Background: an optimization exercise with open tools, aiming at small area. Do not read the settings as production practice.
In this exercise RTL edits were held to simulation tests only and were not proved equivalent to the original.
Power figures rest on the tool's default switching activity, not on a simulated workload.

==> inputs of v30 <==
==> flow/design.v <==
module sw_debounce (
    input  logic clk,
    input  logic reset_n,
    input  logic btn_in,
    output logic btn_edge
);
    logic sync1, sync2, cur, prev;
    logic [12:0] cnt;
    wire differ = sync2 ^ cur;
    wire match  = cnt[10] & cnt[9] & ~cnt[8] & cnt[7] & ~cnt[6] & (&cnt[5:1]);
    always_ff @(posedge clk or negedge reset_n) begin
        if (!reset_n) begin
            sync1 <= 1'b0;
            cur <= 1'b0;
        end else begin
            sync1 <= btn_in;
            if (match) cur <= sync2;
        end
    end
    always_ff @(posedge clk) begin
        sync2 <= sync1;
        prev <= cur;
        btn_edge <= cur & ~prev;
        if (!reset_n || !differ || match)
            cnt <= 13'd0;
        else
            cnt <= {~cnt[11:0], cnt[2] ^ cnt[12]};
    end
endmodule
module stopwatch (
    input  logic        clk,
    input  logic        reset_n,
    input  logic        btn_start,
    input  logic        btn_stop,
    input  logic        btn_increment,
    input  logic        btn_clear,
    output logic [6:0]  seg,
    output logic [3:0]  an
);
    logic e_start, e_stop, e_inc, e_clr;
    sw_debounce d_start (.clk(clk), .reset_n(reset_n), .btn_in(btn_start),     .btn_edge(e_start));
    sw_debounce d_stop  (.clk(clk), .reset_n(reset_n), .btn_in(btn_stop),      .btn_edge(e_stop));
    sw_debounce d_inc   (.clk(clk), .reset_n(reset_n), .btn_in(btn_increment), .btn_edge(e_inc));
    sw_debounce d_clr   (.clk(clk), .reset_n(reset_n), .btn_in(btn_clear),     .btn_edge(e_clr));
    logic [9:0] refresh;
    always_ff @(posedge clk or negedge reset_n) begin
        if (!reset_n) refresh <= 10'd0;
        else          refresh <= refresh + 1'b1;
    end
    logic [6:0] dv;
    wire dv_end = dv[6] & (&dv[4:0]);
    always_ff @(posedge clk) begin
        if (!reset_n || dv_end)
            dv <= 7'd0;
        else
            dv <= {~dv[5:0], dv[0] ^ dv[6]};
    end
    wire tick = dv_end & ~refresh[2] & refresh[1] & refresh[0];
    logic run, incr;
    always_ff @(posedge clk or negedge reset_n) begin
        if (!reset_n) begin
            run <= 1'b0;
            incr <= 1'b0;
        end else begin
            run  <= ~e_clr & (run ? ~e_stop : (~incr & e_start));
            incr <= ~e_clr & ~run & ~incr & ~e_start & e_inc;
        end
    end
    logic [3:0] d0, d1, d2, d3;
    wire en0 = (run & tick) | incr;
    wire c0 = en0 & d0[3] & d0[0];
    wire c1 = c0 & d1[3] & d1[0];
    wire c2 = c1 & d2[3] & d2[0];
    wire c3 = c2 & d3[3] & d3[0];
    always_ff @(posedge clk or negedge reset_n) begin
        if (!reset_n) begin
            d0 <= 4'd0; d1 <= 4'd0; d2 <= 4'd0; d3 <= 4'd0;
        end else if (e_clr) begin
            d0 <= 4'd0; d1 <= 4'd0; d2 <= 4'd0; d3 <= 4'd0;
        end else begin
            if (en0) d0 <= c0 ? 4'd0 : d0 + 1'b1;
            if (c0)  d1 <= c1 ? 4'd0 : d1 + 1'b1;
            if (c1)  d2 <= c2 ? 4'd0 : d2 + 1'b1;
            if (c2)  d3 <= c3 ? 4'd0 : d3 + 1'b1;
        end
    end
    logic [3:0] digit;
    always_comb begin
        case (refresh[9:8])
            2'd0: begin an = 4'b1110; digit = d0; end
            2'd1: begin an = 4'b1101; digit = d1; end
            2'd2: begin an = 4'b1011; digit = d2; end
            default: begin an = 4'b0111; digit = d3; end
        endcase
    end
    always_comb begin
        case (digit)
            4'd0: seg = 7'b1000000;
            4'd1: seg = 7'b1111001;
            4'd2: seg = 7'b0100100;
            4'd3: seg = 7'b0110000;
            4'd4: seg = 7'b0011001;
            4'd5: seg = 7'b0010010;
            4'd6: seg = 7'b0000010;
            4'd7: seg = 7'b1111000;
            4'd8: seg = 7'b0000000;
            4'd9: seg = 7'b0010000;
            default: seg = digit[0] ? 7'b0010000 : 7'b0000000;
        endcase
    end
endmodule
==> flow/run.sh <==
#!/bin/bash
# synth_recipe.tcl (not shown) runs the flow's synth.tcl, then flattens the netlist and writes it again
# the make line also repeats each setting of config.mk as NAME=value (left out here)
make -C /OpenROAD-flow-scripts/flow DESIGN_CONFIG=/design/flow/config.mk WORK_HOME=/design/flow/orfs CLKGATE_MAP_FILE= SYNTH_SCRIPT=/design/flow/synth_recipe.tcl finish
==> flow/config.mk <==
export PLATFORM = sky130hd
export DESIGN_NAME = stopwatch
export DESIGN_NICKNAME = stopwatch
export VERILOG_FILES = /design/flow/design.v
export SDC_FILE = /design/flow/constraint.sdc
export NUM_CORES = 4
export LEC_CHECK = 0
export CAP_MARGIN = 20
export CORE_MARGIN = 2
export CORE_UTILIZATION = 40
export CTS_BUF_LIST = sky130_fd_sc_hd__clkbuf_16
export CTS_CLUSTER_DIAMETER = 500
export CTS_CLUSTER_SIZE = 100
export SLEW_MARGIN = 20
==> flow/constraint.sdc <==
create_clock -name core_clock -period 10.0 [get_ports {clk}]
set_input_delay 2.0000 -clock core_clock [delete_from_list [all_inputs] [get_ports {clk}]]
set_output_delay 2.0000 -clock core_clock [all_outputs]
set_load 0.01 [all_outputs]
==> v5 (differences from v30) <==
--- a/flow/design.v
+++ b/flow/design.v
@@ -10,2 +10,3 @@
     wire match  = cnt[10] & cnt[9] & ~cnt[8] & cnt[7] & ~cnt[6] & (&cnt[5:1]);
+    wire term   = differ & match;
     always_ff @(posedge clk or negedge reset_n) begin
@@ -13,6 +14,12 @@
             sync1 <= 1'b0;
+            sync2 <= 1'b0;
             cur <= 1'b0;
+            prev <= 1'b0;
+            btn_edge <= 1'b0;
         end else begin
             sync1 <= btn_in;
-            if (match) cur <= sync2;
+            sync2 <= sync1;
+            cur <= cur ^ term;
+            prev <= cur;
+            btn_edge <= cur & ~prev;
         end
@@ -20,5 +27,2 @@
     always_ff @(posedge clk) begin
-        sync2 <= sync1;
-        prev <= cur;
-        btn_edge <= cur & ~prev;
         if (!reset_n || !differ || match)
CTS_BUF_LIST = unset   (was sky130_fd_sc_hd__clkbuf_16)
CTS_CLUSTER_DIAMETER = unset   (was 500)
CTS_CLUSTER_SIZE = unset   (was 100)
==> v36 (differences from v30) <==
==> flow/flow/run.sh (new file) <==
#!/bin/bash
# Own layout flow: the standard flow (standard.sh) with three changes.
#  1. After the standard synthesis, the combinational logic of its netlist is
#     re-mapped by Yosys/ABC with flow/remap.abc (registers are untouched:
#     same instances, names and cell types).
#  2. Ports are buffered with buf_1 instead of the default buffer cell.
#  3. CTS uses clkbuf_8 and inserts no dummy loads.
# Logs: flow_synth.log, flow_remap.log, flow_finish.log here; each ORFS step
# also logs under orfs/logs/.
set -euo pipefail
here=$(pwd)
res=$here/orfs/results/$FLOW_PLATFORM/stopwatch/base
lib=$FLOW_HOME/platforms/$FLOW_PLATFORM/lib/sky130_fd_sc_hd__tt_025C_1v80.lib
YOSYS=$(command -v yosys || echo "$FLOW_HOME/../tools/install/yosys/bin/yosys")

bash standard.sh synth > "$here/flow_synth.log" 2>&1

cp "$res/1_2_yosys.v" "$here/std_1_2_yosys.v"
sed -e "s#{LIB}#$lib#g" -e "s#{IN}#$here/std_1_2_yosys.v#" -e "s#{TOP}#$FLOW_TOP#g" \
    -e "s#{DONT_USE}#$(cat flow/dont_use.txt)#" -e "s#{SCRIPT}#$here/flow/remap.abc#" \
    -e "s#{STAT}#$here/remap_stat.txt#" -e "s#{OUT}#$here/remapped.v#" flow/remap.ys > remap_run.ys
"$YOSYS" -s remap_run.ys > "$here/flow_remap.log" 2>&1
cp "$here/remapped.v" "$res/1_2_yosys.v"
rm -f "$res/1_synth.odb"

bash standard.sh \
  "BUFFER_PORTS_ARGS=-buffer_cell sky130_fd_sc_hd__buf_1" \
  "CTS_ARGS=-sink_clustering_enable -repair_clock_nets -dont_use_dummy_load -buf_list sky130_fd_sc_hd__clkbuf_8" \
  finish > "$here/flow_finish.log" 2>&1
==> flow/flow/dont_use.txt (new file) <==
-dont_use sky130_fd_sc_hd__lpflow_bleeder_1 -dont_use sky130_fd_sc_hd__lpflow_clkbufkapwr_1 -dont_use sky130_fd_sc_hd__lpflow_clkbufkapwr_16 -dont_use sky130_fd_sc_hd__lpflow_clkbufkapwr_2 -dont_use sky130_fd_sc_hd__lpflow_clkbufkapwr_4 -dont_use sky130_fd_sc_hd__lpflow_clkbufkapwr_8 -dont_use sky130_fd_sc_hd__lpflow_clkinvkapwr_1 -dont_use sky130_fd_sc_hd__lpflow_clkinvkapwr_16 -dont_use sky130_fd_sc_hd__lpflow_clkinvkapwr_2 -dont_use sky130_fd_sc_hd__lpflow_clkinvkapwr_4 -dont_use sky130_fd_sc_hd__lpflow_clkinvkapwr_8 -dont_use sky130_fd_sc_hd__lpflow_decapkapwr_12 -dont_use sky130_fd_sc_hd__lpflow_decapkapwr_3 -dont_use sky130_fd_sc_hd__lpflow_decapkapwr_4 -dont_use sky130_fd_sc_hd__lpflow_decapkapwr_6 -dont_use sky130_fd_sc_hd__lpflow_decapkapwr_8 -dont_use sky130_fd_sc_hd__lpflow_inputiso0n_1 -dont_use sky130_fd_sc_hd__lpflow_inputiso0p_1 -dont_use sky130_fd_sc_hd__lpflow_inputiso1n_1 -dont_use sky130_fd_sc_hd__lpflow_inputiso1p_1 -dont_use sky130_fd_sc_hd__lpflow_inputisolatch_1 -dont_use sky130_fd_sc_hd__lpflow_isobufsrc_1 -dont_use sky130_fd_sc_hd__lpflow_isobufsrc_16 -dont_use sky130_fd_sc_hd__lpflow_isobufsrc_2 -dont_use sky130_fd_sc_hd__lpflow_isobufsrc_4 -dont_use sky130_fd_sc_hd__lpflow_isobufsrc_8 -dont_use sky130_fd_sc_hd__lpflow_isobufsrckapwr_16 -dont_use sky130_fd_sc_hd__lpflow_lsbuf_lh_hl_isowell_tap_1 -dont_use sky130_fd_sc_hd__lpflow_lsbuf_lh_hl_isowell_tap_2 -dont_use sky130_fd_sc_hd__lpflow_lsbuf_lh_hl_isowell_tap_4 -dont_use sky130_fd_sc_hd__lpflow_lsbuf_lh_isowell_4 -dont_use sky130_fd_sc_hd__lpflow_lsbuf_lh_isowell_tap_1 -dont_use sky130_fd_sc_hd__lpflow_lsbuf_lh_isowell_tap_2 -dont_use sky130_fd_sc_hd__lpflow_lsbuf_lh_isowell_tap_4 -dont_use sky130_fd_sc_hd__probe_p_8 -dont_use sky130_fd_sc_hd__probec_p_8 
==> flow/flow/remap.abc (new file) <==
strash
&get -n
&deepsyn -T 30
&put
dch -f
amap
topo
dnsize
==> flow/flow/remap.ys (new file) <==
# Re-map the combinational logic of the standard synthesis netlist with a
# stronger ABC script. Registers stay the same instances (names, cell types).
read_liberty -ignore_miss_func {LIB}
read_verilog {IN}
hierarchy -top {TOP}
setattr -mod -set keep_hierarchy 1 sky130_fd_sc_hd__df*
flatten
delete t:$scopeinfo
opt_clean
abc -liberty {LIB} {DONT_USE} -script {SCRIPT}
opt_clean -purge
hilomap -singleton -hicell sky130_fd_sc_hd__conb_1 HI -locell sky130_fd_sc_hd__conb_1 LO
insbuf -buf sky130_fd_sc_hd__buf_4 A X
splitnets
opt_clean -purge
tee -o {STAT} stat -liberty {LIB}
select {TOP}
write_verilog -noattr -noexpr -nohex -nodec -selected {OUT}
==> flow/standard.sh (new file) <==
#!/bin/bash
# synth_recipe.tcl (not shown) runs the flow's synth.tcl, then flattens the netlist and writes it again
# the make line also repeats each setting of config.mk as NAME=value (left out here)
make -C /OpenROAD-flow-scripts/flow DESIGN_CONFIG=/design/flow/config.mk WORK_HOME=/design/flow/orfs CLKGATE_MAP_FILE= SYNTH_SCRIPT=/design/flow/synth_recipe.tcl "${@:-finish}"
CTS_BUF_LIST = unset   (was sky130_fd_sc_hd__clkbuf_16)
CTS_CLUSTER_DIAMETER = unset   (was 500)
CTS_CLUSTER_SIZE = unset   (was 100)
removed: flow/run.sh
==> qor summary <==
	v5	v30	v36
Total track usage	12.6%	12.9%	12.7%
Mean routed wirelength per cell	11.9 µm	11.7 µm	11.1 µm
Portion of the clock cycle consumed by the worst path in the final layout	46.5%	47.3%	44.1%
Fin util	46.3%	47.2%	45.3%
Fin area	4280 µm²	4360 µm²	3720 µm²
Power share of the clock group	34.2%	42.1%	30.1%
Adder-Cell Fraction of Synth Area	1.64%	1.65%	-
Pin count of the biggest net entering global routing	52	48	42
Delay of the slowest cell on the worst path	0.64 ns	0.64 ns	0.42 ns
Met1 WL	2900 µm	2960 µm	2570 µm
Crit path max fanout	10	10	5
Outcome	timing/DRC/antenna clean	timing/DRC/antenna clean	timing/DRC/antenna clean
Routability-driven placement congestion ratio	0.798	0.750	0.764
Number of buffers and inverters on the critical path	1	1	4
Multi-input gate share of the layout cell area	31.6%	31.9%	26.4%
Seq group	0.452 mW	0.452 mW	0.451 mW
Most common cell in the netlist	sky130_fd_sc_hd__nor2_1	sky130_fd_sc_hd__dfxtp_1	-
Setup crit end	seg[3]	seg[3]	seg[1]
Clock tree skew after final layout	0.0108 ns	0.00715 ns	0.0427 ns
Achievable frequency	0.215 GHz	0.212 GHz	0.227 GHz
Tightest hold margin	0.359 ns	0.346 ns	0.345 ns
Total area of multi-input combinational cells	1350 µm²	1390 µm²	982 µm²

==> afterwards: timing with drivers on the ports <==
The flow's constraints put no driver on any port. The routed layouts listed below were extracted and timed again, unchanged, in two steps.
Step 1 (the two cells are an assumption about what drives the block):
set clk [get_ports {clk}]
set_driving_cell -lib_cell sky130_fd_sc_hd__clkbuf_16 $clk
set_driving_cell -lib_cell sky130_fd_sc_hd__buf_2 [delete_from_list [all_inputs] $clk]
Step 2 adds t to the input delays and takes it off the output delays; t is the mean of the earliest and latest rising clock arrival at the registers after step 1. Input paths then give back, and output paths get back, about the clock's delay inside the block.
Three values: no drivers, after step 1, after step 2; two values: the first two.
run	t (ns)	slack for setup (ns)	worst setup path at the end	latest minus earliest clock arrival (ns)	worst slew at a driven data input, ns
v30	0.371	5.273 / 5.239 / 5.610	register to output	0.009 / 0.009	0.03
v5	0.388	5.355 / 5.323 / 5.711	register to output	0.012 / 0.012	0.03
v36	0.373	5.594 / 5.562 / 5.936	register to output	0.042 / 0.043	0.03
After both steps setup and hold are still met in every run listed.
